Source: an optimization exercise on an open RTL-to-GDS flow (aim: a short achievable clock period and few clock cycles per item). Production flows keep margins and buffers that such runs may drop. The RTL was checked by simulation tests, not by an equivalence proof against the original design.

==> inputs of 04-15 <==
==> flow/design.v (excerpt) <==
module ALU(
    clk,
    rst_n,
    valid,
    ready,
    mode,
    in_A,
    in_B,
    out
);
Settings: LEC_CHECK=0, CAP_MARGIN=30, CORE_MARGIN=2, CORE_UTILIZATION=45, PLACE_DENSITY=0.6, SETUP_SLACK_MARGIN=4, SLEW_MARGIN=30; clock period 8.0 ns.
run.sh (not shown) runs the stock make flow with config.mk's settings and CLKGATE_MAP_FILE= SYNTH_SCRIPT=/design/flow/synth_recipe.tcl, a recipe that flattens the netlist after the stock synthesis.
==> 06-17: changes against 04-15 <==
--- a/flow/design.v
+++ b/flow/design.v
@@ -14,15 +14,15 @@
     output        ready;
     input  [31:0] in_A, in_B;
     output [63:0] out;
     localparam IDLE = 2'd0, MUL2 = 2'd1, DIVD = 2'd2;
     reg  [1:0]  state;
     reg         ready_r;
     reg  [63:0] out_r;
-    reg  [3:0]  cnt;
+    reg  [10:0] cnt;    
     wire idle = (state == IDLE);
     wire [34:0] bx = {2'b00, in_B, 1'b0};
     wire [33:0] ax = {1'b0, in_A, 1'b0};   
     wire [16:0] bone, btwo, bneg;
     genvar gi;
     generate
         for (gi = 0; gi < 17; gi = gi + 1) begin : g_booth
@@ -1813,28 +1813,25 @@
         for (gi = 1; gi < 11; gi = gi + 1) begin : g_fit
             assign fits[gi-1] = ~|((in_A >> (3*gi)) & ~bhi) & |in_B;
         end
     endgenerate
     assign fits[10] = 1'b1;
     wire [10:0] dsel = fits & ~{fits[9:0], 1'b0};    
     reg  [64:0] ashift;     
-    reg  [3:0]  ndig;
     integer dk;
     always @(*) begin
         ashift = 65'b0;
-        ndig   = 4'd0;
         for (dk = 0; dk < 11; dk = dk + 1) begin
             ashift = ashift | ({65{dsel[dk]}} & ({33'b0, in_A} << (30 - 3*dk)));
-            ndig   = ndig   | ({4{dsel[dk]}} & (dk + 1));
         end
     end
     wire        qsmall = (in_A >> 1) < in_B;
     wire        ge1    = in_A >= in_B;
     wire [31:0] a_minus_b = in_A - in_B;
-    wire [64:0] div0_val = qsmall ? {(ge1 ? a_minus_b : in_A), 32'b0, ge1} : ashift;
+    wire [64:0] div0_val = ashift;
     reg         qtop_r;
     wire [34:0] w = {out_r[63:32], qtop_r, out_r[31:30]};
     wire [35:0] t1 = {1'b0, w} - {1'b0, b_r};
     wire [35:0] t2 = {1'b0, w} - {1'b0, b_r << 1};
     wire [35:0] t3 = {1'b0, w} - {1'b0, m3_r};
     wire [35:0] t4 = {1'b0, w} - {1'b0, b_r << 2};
     wire [35:0] t5 = {1'b0, w} - {1'b0, m5_r};
@@ -1849,64 +1846,79 @@
                      ({32{sel[6]}} & t6[31:0]) | ({32{sel[7]}} & t7[31:0]);
     wire [31:0] logic_res;
     generate
         for (gi = 0; gi < 32; gi = gi + 1) begin : g_logic
             assign logic_res[gi] = (in_A[gi] & in_B[gi]) | (mode[0] & (in_A[gi] | in_B[gi]));
         end
     endgenerate
-    reg [31:0] mlo_r, mhi0_r, mhi1_r;
-    reg        mc_r;
+    reg [31:0] lg_r;                   
+    reg [31:0] scr_r;                  
+    reg [31:0] mlo_r, mhi0_r, mhi1_r;  
+    reg        os_lg, os_sc, os_s1, os_dv, os_m, os_m0, os_m1;
     always @(posedge clk) begin
-        case (state)
-            IDLE: begin
-                out_r  <= mode[1] ? {32'b0, logic_res} : {div0_val[64:33], div0_val[31:0]};
-                qtop_r <= div0_val[32];
-            end
-            MUL2: begin
-                out_r  <= 64'b0;
-                qtop_r <= 1'b0;
-            end
-            default: begin
-                out_r  <= {rd, out_r[28:0], qd};
-                qtop_r <= out_r[29];
-            end
-        endcase
-        mlo_r  <= (state == MUL2) ? mul_lo[31:0] : 32'b0;
-        mhi0_r <= (state == MUL2) ? mul_hi0 : 32'b0;
-        mhi1_r <= (state == MUL2) ? mul_hi1 : 32'b0;
-        mc_r   <= mul_lo[32];
+        lg_r   <= logic_res;
+        scr_r  <= ge1 ? a_minus_b : in_A;
+        mlo_r  <= mul_lo[31:0];
+        mhi0_r <= mul_hi0;
+        mhi1_r <= mul_hi1;
+        if (idle) begin
+            out_r  <= {div0_val[64:33], div0_val[31:0]};
+            qtop_r <= div0_val[32];
+        end else begin
+            out_r  <= {rd, out_r[28:0], qd};
+            qtop_r <= out_r[29];
+        end
     end
     assign ready = ready_r;
-    assign out   = out_r | {(mc_r ? mhi1_r : mhi0_r), mlo_r};
+    assign out[63:32] = ({32{os_sc}} & scr_r) |
+                        ({32{os_dv}} & out_r[63:32]) |
+                        ({32{os_m0}} & mhi0_r) | ({32{os_m1}} & mhi1_r);
+    assign out[31:0]  = ({32{os_lg}} & lg_r) | {31'b0, os_s1} |
+                        ({32{os_dv}} & out_r[31:0]) | ({32{os_m}} & mlo_r);
+    wire go = idle & valid;
     always @(posedge clk or negedge rst_n) begin
         if (!rst_n) begin
             state   <= IDLE;
             ready_r <= 1'b0;
-            cnt     <= 4'd0;
+            cnt     <= 11'd0;
+            os_lg   <= 1'b0;
+            os_sc   <= 1'b0;
+            os_s1   <= 1'b0;
+            os_m    <= 1'b0;
+            os_dv   <= 1'b0;
+            os_m0   <= 1'b0;
+            os_m1   <= 1'b0;
         end else begin
+            os_lg <= go & mode[1];
+            os_sc <= go & (mode == 2'd1) & qsmall;
+            os_s1 <= go & (mode == 2'd1) & qsmall & ge1;
+            os_m  <= (state == MUL2);
+            os_dv <= (state == DIVD) & cnt[0];
+            os_m0 <= (state == MUL2) & ~mul_lo[32];
+            os_m1 <= (state == MUL2) & mul_lo[32];
             ready_r <= 1'b0;
             case (state)
                 IDLE: begin
-                    cnt <= ndig;
+                    cnt <= dsel;
                     if (valid) begin
                         if (mode == 2'd0)
                             state <= MUL2;
                         else if (mode == 2'd1 && !qsmall)
                             state <= DIVD;
                         else
                             ready_r <= 1'b1;
                     end
                 end
                 MUL2: begin
                     state   <= IDLE;
                     ready_r <= 1'b1;
                 end
                 default: begin
-                    cnt <= cnt - 4'd1;
-                    if (cnt == 4'd1) begin
+                    cnt <= cnt >> 1;
+                    if (cnt[0]) begin
                         state   <= IDLE;
                         ready_r <= 1'b1;
                     end
                 end
             endcase
         end
     end
==> flow/config.mk (replaced) <==
export PLATFORM = sky130hd
export DESIGN_NAME = ALU
export DESIGN_NICKNAME = ALU
export VERILOG_FILES = /design/flow/design.v
export SDC_FILE = /design/flow/constraint.sdc
export NUM_CORES = 4
export LEC_CHECK = 0
export CAP_MARGIN = 30
export CORE_MARGIN = 2
export CORE_UTILIZATION = 50
export PLACE_DENSITY = 0.62
export SETUP_SLACK_MARGIN = 4
export SLEW_MARGIN = 30
==> 10-13: changes against 04-15 <==
--- a/flow/design.v
+++ b/flow/design.v
@@ -14,15 +14,15 @@
     output        ready;
     input  [31:0] in_A, in_B;
     output [63:0] out;
     localparam IDLE = 2'd0, MUL2 = 2'd1, DIVD = 2'd2;
     reg  [1:0]  state;
     reg         ready_r;
     reg  [63:0] out_r;
-    reg  [3:0]  cnt;
+    reg  [10:0] cnt;    
     wire idle = (state == IDLE);
     wire [34:0] bx = {2'b00, in_B, 1'b0};
     wire [33:0] ax = {1'b0, in_A, 1'b0};   
     wire [16:0] bone, btwo, bneg;
     genvar gi;
     generate
         for (gi = 0; gi < 17; gi = gi + 1) begin : g_booth
@@ -1813,28 +1813,25 @@
         for (gi = 1; gi < 11; gi = gi + 1) begin : g_fit
             assign fits[gi-1] = ~|((in_A >> (3*gi)) & ~bhi) & |in_B;
         end
     endgenerate
     assign fits[10] = 1'b1;
     wire [10:0] dsel = fits & ~{fits[9:0], 1'b0};    
     reg  [64:0] ashift;     
-    reg  [3:0]  ndig;
     integer dk;
     always @(*) begin
         ashift = 65'b0;
-        ndig   = 4'd0;
         for (dk = 0; dk < 11; dk = dk + 1) begin
             ashift = ashift | ({65{dsel[dk]}} & ({33'b0, in_A} << (30 - 3*dk)));
-            ndig   = ndig   | ({4{dsel[dk]}} & (dk + 1));
         end
     end
     wire        qsmall = (in_A >> 1) < in_B;
     wire        ge1    = in_A >= in_B;
     wire [31:0] a_minus_b = in_A - in_B;
-    wire [64:0] div0_val = qsmall ? {(ge1 ? a_minus_b : in_A), 32'b0, ge1} : ashift;
+    wire [64:0] div0_val = ashift;
     reg         qtop_r;
     wire [34:0] w = {out_r[63:32], qtop_r, out_r[31:30]};
     wire [35:0] t1 = {1'b0, w} - {1'b0, b_r};
     wire [35:0] t2 = {1'b0, w} - {1'b0, b_r << 1};
     wire [35:0] t3 = {1'b0, w} - {1'b0, m3_r};
     wire [35:0] t4 = {1'b0, w} - {1'b0, b_r << 2};
     wire [35:0] t5 = {1'b0, w} - {1'b0, m5_r};
@@ -1849,64 +1846,80 @@
                      ({32{sel[6]}} & t6[31:0]) | ({32{sel[7]}} & t7[31:0]);
     wire [31:0] logic_res;
     generate
         for (gi = 0; gi < 32; gi = gi + 1) begin : g_logic
             assign logic_res[gi] = (in_A[gi] & in_B[gi]) | (mode[0] & (in_A[gi] | in_B[gi]));
         end
     endgenerate
-    reg [31:0] mlo_r, mhi0_r, mhi1_r;
-    reg        mc_r;
+    reg [31:0] lg_r;                   
+    reg [31:0] amb_r, a_r;             
+    reg [31:0] mlo_r, mhi0_r, mhi1_r;  
+    reg        os_lg, os_s0, os_s1, os_dv, os_m, os_m0, os_m1;
     always @(posedge clk) begin
-        case (state)
-            IDLE: begin
-                out_r  <= mode[1] ? {32'b0, logic_res} : {div0_val[64:33], div0_val[31:0]};
-                qtop_r <= div0_val[32];
-            end
-            MUL2: begin
-                out_r  <= 64'b0;
-                qtop_r <= 1'b0;
-            end
-            default: begin
-                out_r  <= {rd, out_r[28:0], qd};
-                qtop_r <= out_r[29];
-            end
-        endcase
-        mlo_r  <= (state == MUL2) ? mul_lo[31:0] : 32'b0;
-        mhi0_r <= (state == MUL2) ? mul_hi0 : 32'b0;
-        mhi1_r <= (state == MUL2) ? mul_hi1 : 32'b0;
-        mc_r   <= mul_lo[32];
+        lg_r   <= logic_res;
+        amb_r  <= a_minus_b;
+        a_r    <= in_A;
+        mlo_r  <= mul_lo[31:0];
+        mhi0_r <= mul_hi0;
+        mhi1_r <= mul_hi1;
+        if (idle) begin
+            out_r  <= {div0_val[64:33], div0_val[31:0]};
+            qtop_r <= div0_val[32];
+        end else begin
+            out_r  <= {rd, out_r[28:0], qd};
+            qtop_r <= out_r[29];
+        end
     end
     assign ready = ready_r;
-    assign out   = out_r | {(mc_r ? mhi1_r : mhi0_r), mlo_r};
+    assign out[63:32] = ({32{os_s1}} & amb_r) | ({32{os_s0}} & a_r) |
+                        ({32{os_dv}} & out_r[63:32]) |
+                        ({32{os_m0}} & mhi0_r) | ({32{os_m1}} & mhi1_r);
+    assign out[31:0]  = ({32{os_lg}} & lg_r) | {31'b0, os_s1} |
+                        ({32{os_dv}} & out_r[31:0]) | ({32{os_m}} & mlo_r);
+    wire go = idle & valid;
     always @(posedge clk or negedge rst_n) begin
         if (!rst_n) begin
             state   <= IDLE;
             ready_r <= 1'b0;
-            cnt     <= 4'd0;
+            cnt     <= 11'd0;
+            os_lg   <= 1'b0;
+            os_s0   <= 1'b0;
+            os_s1   <= 1'b0;
+            os_m    <= 1'b0;
+            os_dv   <= 1'b0;
+            os_m0   <= 1'b0;
+            os_m1   <= 1'b0;
         end else begin
+            os_lg <= go & mode[1];
+            os_s0 <= go & (mode == 2'd1) & qsmall & ~ge1;
+            os_s1 <= go & (mode == 2'd1) & qsmall & ge1;
+            os_m  <= (state == MUL2);
+            os_dv <= (state == DIVD) & cnt[0];
+            os_m0 <= (state == MUL2) & ~mul_lo[32];
+            os_m1 <= (state == MUL2) & mul_lo[32];
             ready_r <= 1'b0;
             case (state)
                 IDLE: begin
-                    cnt <= ndig;
+                    cnt <= dsel;
                     if (valid) begin
                         if (mode == 2'd0)
                             state <= MUL2;
                         else if (mode == 2'd1 && !qsmall)
                             state <= DIVD;
                         else
                             ready_r <= 1'b1;
                     end
                 end
                 MUL2: begin
                     state   <= IDLE;
                     ready_r <= 1'b1;
                 end
                 default: begin
-                    cnt <= cnt - 4'd1;
-                    if (cnt == 4'd1) begin
+                    cnt <= cnt >> 1;
+                    if (cnt[0]) begin
                         state   <= IDLE;
                         ready_r <= 1'b1;
                     end
                 end
             endcase
         end
     end
--- a/flow/config.mk
+++ b/flow/config.mk
@@ -5,9 +5,9 @@
 export SDC_FILE = /design/flow/constraint.sdc
 export NUM_CORES = 4
 export LEC_CHECK = 0
 export CAP_MARGIN = 30
 export CORE_MARGIN = 2
 export CORE_UTILIZATION = 45
 export PLACE_DENSITY = 0.6
-export SETUP_SLACK_MARGIN = 4
+export SETUP_SLACK_MARGIN = 4.6
 export SLEW_MARGIN = 30
==> reports/metrics.cfg <==
[status]
status=complete, no violations

[synth]
synth-seq-area-share=0.237
synth_compound_gate_area_share=0.231

[cells_and_area]
multi_input_area_share=0.589

[worst_setup_path]
crit_arrival_ns=3.00

The numbers above come from 10-13.

==> reports/metrics.cfg <==
[status]
status=complete, no violations

[worst_setup_path]
crit_arrival_ns=2.67

[cells_and_area]
multi_input_area_share=0.615

[synth]
synth_compound_gate_area_share=0.231

The numbers above come from 06-17.

==> reports/metrics.cfg <==
[synth]
synth-seq-area-share=0.210
synth_compound_gate_area_share=0.231

[cells_and_area]
multi_input_area_share=0.627

[status]
status=complete, no violations

The numbers above come from 04-15.

Testbench counts of 04-15, summed over its fixed seeds: cycles 5,003, items 1,920.
Testbench counts of 06-17, summed over its fixed seeds: cycles 5,003, items 1,920.
Testbench counts of 10-13, summed over its fixed seeds: cycles 5,003, items 1,920.

---

==> v39 <==
Another version of the RTL of ALU (not shown whole).
==> flow/config.mk <==
export PLATFORM = sky130hd
export DESIGN_NAME = ALU
export DESIGN_NICKNAME = ALU
export VERILOG_FILES = /design/flow/design.v
export SDC_FILE = /design/flow/constraint.sdc
export NUM_CORES = 4
export LEC_CHECK = 0
export CAP_MARGIN = 30
export CORE_MARGIN = 2
export CORE_UTILIZATION = 45
export PLACE_DENSITY = 0.6
export SETUP_SLACK_MARGIN = 3.5
export SLEW_MARGIN = 30
==> flow/constraint.sdc <==
create_clock -name core_clock -period 8.0 [get_ports {clk}]
set_input_delay 1.6000 -clock core_clock [delete_from_list [all_inputs] [get_ports {clk}]]
set_output_delay 1.6000 -clock core_clock [all_outputs]
set_load 0.01 [all_outputs]
==> inputs of v25, as changes to v39 <==
--- a/flow/design.v
+++ b/flow/design.v
@@ -13,17 +13,17 @@
     input  [1:0]  mode;  
     output        ready;
     input  [31:0] in_A, in_B;
     output [63:0] out;
     localparam IDLE = 2'd0, MUL2 = 2'd1, DIVD = 2'd2;
     reg  [1:0]  state;
     reg         ready_r;
     reg  [63:0] out_r;
-    reg  [3:0]  cnt;
+    reg  [10:0] cnt;    
     wire idle = (state == IDLE);
     wire [34:0] bx = {2'b00, in_B, 1'b0};
     wire [33:0] ax = {1'b0, in_A, 1'b0};   
     wire [16:0] bone, btwo, bneg;
     genvar gi;
     generate
         for (gi = 0; gi < 17; gi = gi + 1) begin : g_booth
             assign bone[gi] = bx[2*gi+1] ^ bx[2*gi];
@@ -1779,17 +1779,20 @@
         mp_61_2 <= pp16[29];
         mp_62_0 <= pp15[32];
         mp_62_1 <= pp16[30];
         mp_63_0 <= ~bneg[15];
         mp_63_1 <= pp16[31];
     end
     wire [63:0] mrow_a = {c1052, c1050, c1048, c1046, c1044, c1042, c1040, c1038, c1036, c1034, c1032, c1030, c1028, c1026, c1024, c1022, c1020, c1018, c1016, c1014, c1012, c1010, c1008, c1006, c1004, c1002, c1000, c998, c996, c994, c992, c990, c988, c986, c984, c982, c980, c978, c976, c974, c972, c970, c968, c966, c964, c962, c960, c958, c956, c954, c952, c950, c948, c946, c944, c942, c940, c938, c936, c934, c932, s931, mp_1_0, mp_0_0};
     wire [63:0] mrow_b = {s1053, s1051, s1049, s1047, s1045, s1043, s1041, s1039, s1037, s1035, s1033, s1031, s1029, s1027, s1025, s1023, s1021, s1019, s1017, s1015, s1013, s1011, s1009, s1007, s1005, s1003, s1001, s999, s997, s995, s993, s991, s989, s987, s985, s983, s981, s979, s977, s975, s973, s971, s969, s967, s965, s963, s961, s959, s957, s955, s953, s951, s949, s947, s945, s943, s941, s939, s937, s935, s933, mp_2_2, 1'b0, mp_0_1};
-    wire [63:0] mul_res = mrow_a + mrow_b;
+    wire [32:0] mul_lo  = {1'b0, mrow_a[31:0]} + {1'b0, mrow_b[31:0]};
+    wire [31:0] mul_hi0 = mrow_a[63:32] + mrow_b[63:32];
+    wire [32:0] mul_hi1x = {mrow_a[63:32], 1'b1} + {mrow_b[63:32], 1'b1};
+    wire [31:0] mul_hi1 = mul_hi1x[32:1];
     wire [34:0] b1 = {3'b0, in_B};
     reg  [34:0] b_r, m3_r, m5_r, m7_r;
     always @(posedge clk) begin
         if (idle) begin
             b_r  <= b1;
             m3_r <= (b1 << 1) + b1;
             m5_r <= (b1 << 2) + b1;
             m7_r <= (b1 << 3) - b1;
@@ -1809,30 +1812,27 @@
     generate
         for (gi = 1; gi < 11; gi = gi + 1) begin : g_fit
             assign fits[gi-1] = ~|((in_A >> (3*gi)) & ~bhi) & |in_B;
         end
     endgenerate
     assign fits[10] = 1'b1;
     wire [10:0] dsel = fits & ~{fits[9:0], 1'b0};    
     reg  [64:0] ashift;     
-    reg  [3:0]  ndig;
     integer dk;
     always @(*) begin
         ashift = 65'b0;
-        ndig   = 4'd0;
         for (dk = 0; dk < 11; dk = dk + 1) begin
             ashift = ashift | ({65{dsel[dk]}} & ({33'b0, in_A} << (30 - 3*dk)));
-            ndig   = ndig   | ({4{dsel[dk]}} & (dk + 1));
         end
     end
     wire        qsmall = (in_A >> 1) < in_B;
     wire        ge1    = in_A >= in_B;
     wire [31:0] a_minus_b = in_A - in_B;
-    wire [64:0] div0_val = qsmall ? {(ge1 ? a_minus_b : in_A), 32'b0, ge1} : ashift;
+    wire [64:0] div0_val = ashift;
     reg         qtop_r;
     wire [34:0] w = {out_r[63:32], qtop_r, out_r[31:30]};
     wire [35:0] t1 = {1'b0, w} - {1'b0, b_r};
     wire [35:0] t2 = {1'b0, w} - {1'b0, b_r << 1};
     wire [35:0] t3 = {1'b0, w} - {1'b0, m3_r};
     wire [35:0] t4 = {1'b0, w} - {1'b0, b_r << 2};
     wire [35:0] t5 = {1'b0, w} - {1'b0, m5_r};
     wire [35:0] t6 = {1'b0, w} - {1'b0, m3_r << 1};
@@ -1845,62 +1845,81 @@
                      ({32{sel[4]}} & t4[31:0]) | ({32{sel[5]}} & t5[31:0]) |
                      ({32{sel[6]}} & t6[31:0]) | ({32{sel[7]}} & t7[31:0]);
     wire [31:0] logic_res;
     generate
         for (gi = 0; gi < 32; gi = gi + 1) begin : g_logic
             assign logic_res[gi] = (in_A[gi] & in_B[gi]) | (mode[0] & (in_A[gi] | in_B[gi]));
         end
     endgenerate
-    reg [63:0] mul_r;
+    reg [31:0] lg_r;                   
+    reg [31:0] scr_r;                  
+    reg [31:0] mlo_r, mhi0_r, mhi1_r;  
+    reg        os_lg, os_sc, os_s1, os_dv, os_m, os_m0, os_m1;
     always @(posedge clk) begin
-        case (state)
-            IDLE: begin
-                out_r  <= mode[1] ? {32'b0, logic_res} : {div0_val[64:33], div0_val[31:0]};
-                qtop_r <= div0_val[32];
-            end
-            MUL2: begin
-                out_r  <= 64'b0;
-                qtop_r <= 1'b0;
-            end
-            default: begin
-                out_r  <= {rd, out_r[28:0], qd};
-                qtop_r <= out_r[29];
-            end
-        endcase
-        mul_r <= (state == MUL2) ? mul_res : 64'b0;
+        lg_r   <= logic_res;
+        scr_r  <= ge1 ? a_minus_b : in_A;
+        mlo_r  <= mul_lo[31:0];
+        mhi0_r <= mul_hi0;
+        mhi1_r <= mul_hi1;
+        if (idle) begin
+            out_r  <= {div0_val[64:33], div0_val[31:0]};
+            qtop_r <= div0_val[32];
+        end else begin
+            out_r  <= {rd, out_r[28:0], qd};
+            qtop_r <= out_r[29];
+        end
     end
     assign ready = ready_r;
-    assign out   = out_r | mul_r;
+    assign out[63:32] = ({32{os_sc}} & scr_r) |
+                        ({32{os_dv}} & out_r[63:32]) |
+                        ({32{os_m0}} & mhi0_r) | ({32{os_m1}} & mhi1_r);
+    assign out[31:0]  = ({32{os_lg}} & lg_r) | {31'b0, os_s1} |
+                        ({32{os_dv}} & out_r[31:0]) | ({32{os_m}} & mlo_r);
+    wire go = idle & valid;
     always @(posedge clk or negedge rst_n) begin
         if (!rst_n) begin
             state   <= IDLE;
             ready_r <= 1'b0;
-            cnt     <= 4'd0;
+            cnt     <= 11'd0;
+            os_lg   <= 1'b0;
+            os_sc   <= 1'b0;
+            os_s1   <= 1'b0;
+            os_m    <= 1'b0;
+            os_dv   <= 1'b0;
+            os_m0   <= 1'b0;
+            os_m1   <= 1'b0;
         end else begin
+            os_lg <= go & mode[1];
+            os_sc <= go & (mode == 2'd1) & qsmall;
+            os_s1 <= go & (mode == 2'd1) & qsmall & ge1;
+            os_m  <= (state == MUL2);
+            os_dv <= (state == DIVD) & cnt[0];
+            os_m0 <= (state == MUL2) & ~mul_lo[32];
+            os_m1 <= (state == MUL2) & mul_lo[32];
             ready_r <= 1'b0;
             case (state)
                 IDLE: begin
-                    cnt <= ndig;
+                    cnt <= dsel;
                     if (valid) begin
                         if (mode == 2'd0)
                             state <= MUL2;
                         else if (mode == 2'd1 && !qsmall)
                             state <= DIVD;
                         else
                             ready_r <= 1'b1;
                     end
                 end
                 MUL2: begin
                     state   <= IDLE;
                     ready_r <= 1'b1;
                 end
                 default: begin
-                    cnt <= cnt - 4'd1;
-                    if (cnt == 4'd1) begin
+                    cnt <= cnt >> 1;
+                    if (cnt[0]) begin
                         state   <= IDLE;
                         ready_r <= 1'b1;
                     end
                 end
             endcase
         end
     end
 endmodule
- SETUP_SLACK_MARGIN: 3.5 -> 4
==> notes <==
v39 completed with no timing, DRC or antenna violations. v25 completed without violations.
Worst setup slack: v25 is higher than v39 (0.53 ns).
Of v39 and v25, v25 has the higher non-clock buffer count (gap 226).
Between v25 and v39, the lower clock skew is in v39 (gap 0.022 ns).
Of v25 and v39, v39 has the higher worst hold slack (gap 0.032 ns).
Against v39, the sequential share of layout area of v25 is higher by 0.82 points.
==> figures <==
| item | v39 | v25 |
|---|---|---|
| Result of the run | complete, no violations | complete, no violations |
| Relative max-transition margin | 15.59% | 29.14% |
| Number of buffers and inverters on the critical path | 4 | 5 |
| Mean Syn Cell Area | 8.792 um^2 | 8.904 um^2 |
| Maximum fanout along the worst path | 4 | 3 |
| Row cnt | 139 | 143 |
| Crit Path Class | reg2reg | reg2out |
| Critical path startpoint | mp_16_1 | os_dv |
| Horiz. Die Dim | 385.1 um | 394.9 um |
| Diode insertion count for antenna repair | 8 | 18 |
| Clock Skews | 0.03691 ns | 0.05856 ns |
| Post-route clock period utilization | 60.15% | 53.47% |
| Number of global-route vias before repair | 60490 | 64290 |
Testbench counts of v39, summed over its fixed seeds: cycles 5,003, items 1,920.
Testbench counts of v25, summed over its fixed seeds: cycles 5,003, items 1,920.

==> separate check: timing with driven ports <==
No port has a modelled driver above. Below, the same layouts with a new extraction and two added sets of constraints.
Step 1, drivers: a clkbuf_16 drives clk and a buf_2 each remaining input, both assumed.
Step 2 moves the port delays by t, midway between the first and last clock arrival at a register: inputs arrive t later, outputs are due t later. That takes back most of the time a late clock gives input paths.
Slacks: ideal ports / drivers / drivers and shift; pairs: ideal ports / drivers.
run	t (ns)	setup WS [ns]	slew at the worst register clock pin (ns)	worst data-port slew with drivers (ns)
04-15	0.801	3.328 / 3.328 / 2.908	0.07 / 0.07	0.27
06-17	0.835	3.727 / 3.640 / 3.083	0.07 / 0.07	0.16
10-13	0.843	3.396 / 3.308 / 2.947	0.08 / 0.08	0.33
v39	0.808	3.188 / 3.188 / 2.717	0.07 / 0.07	0.14
v25	0.835	3.722 / 3.635 / 2.972	0.07 / 0.07	0.33
After both steps setup and hold are still met in every run listed. For v25, which loses most, drivers alone change the setup slack by -0.087 ns; drivers and shift together by -0.750 ns.
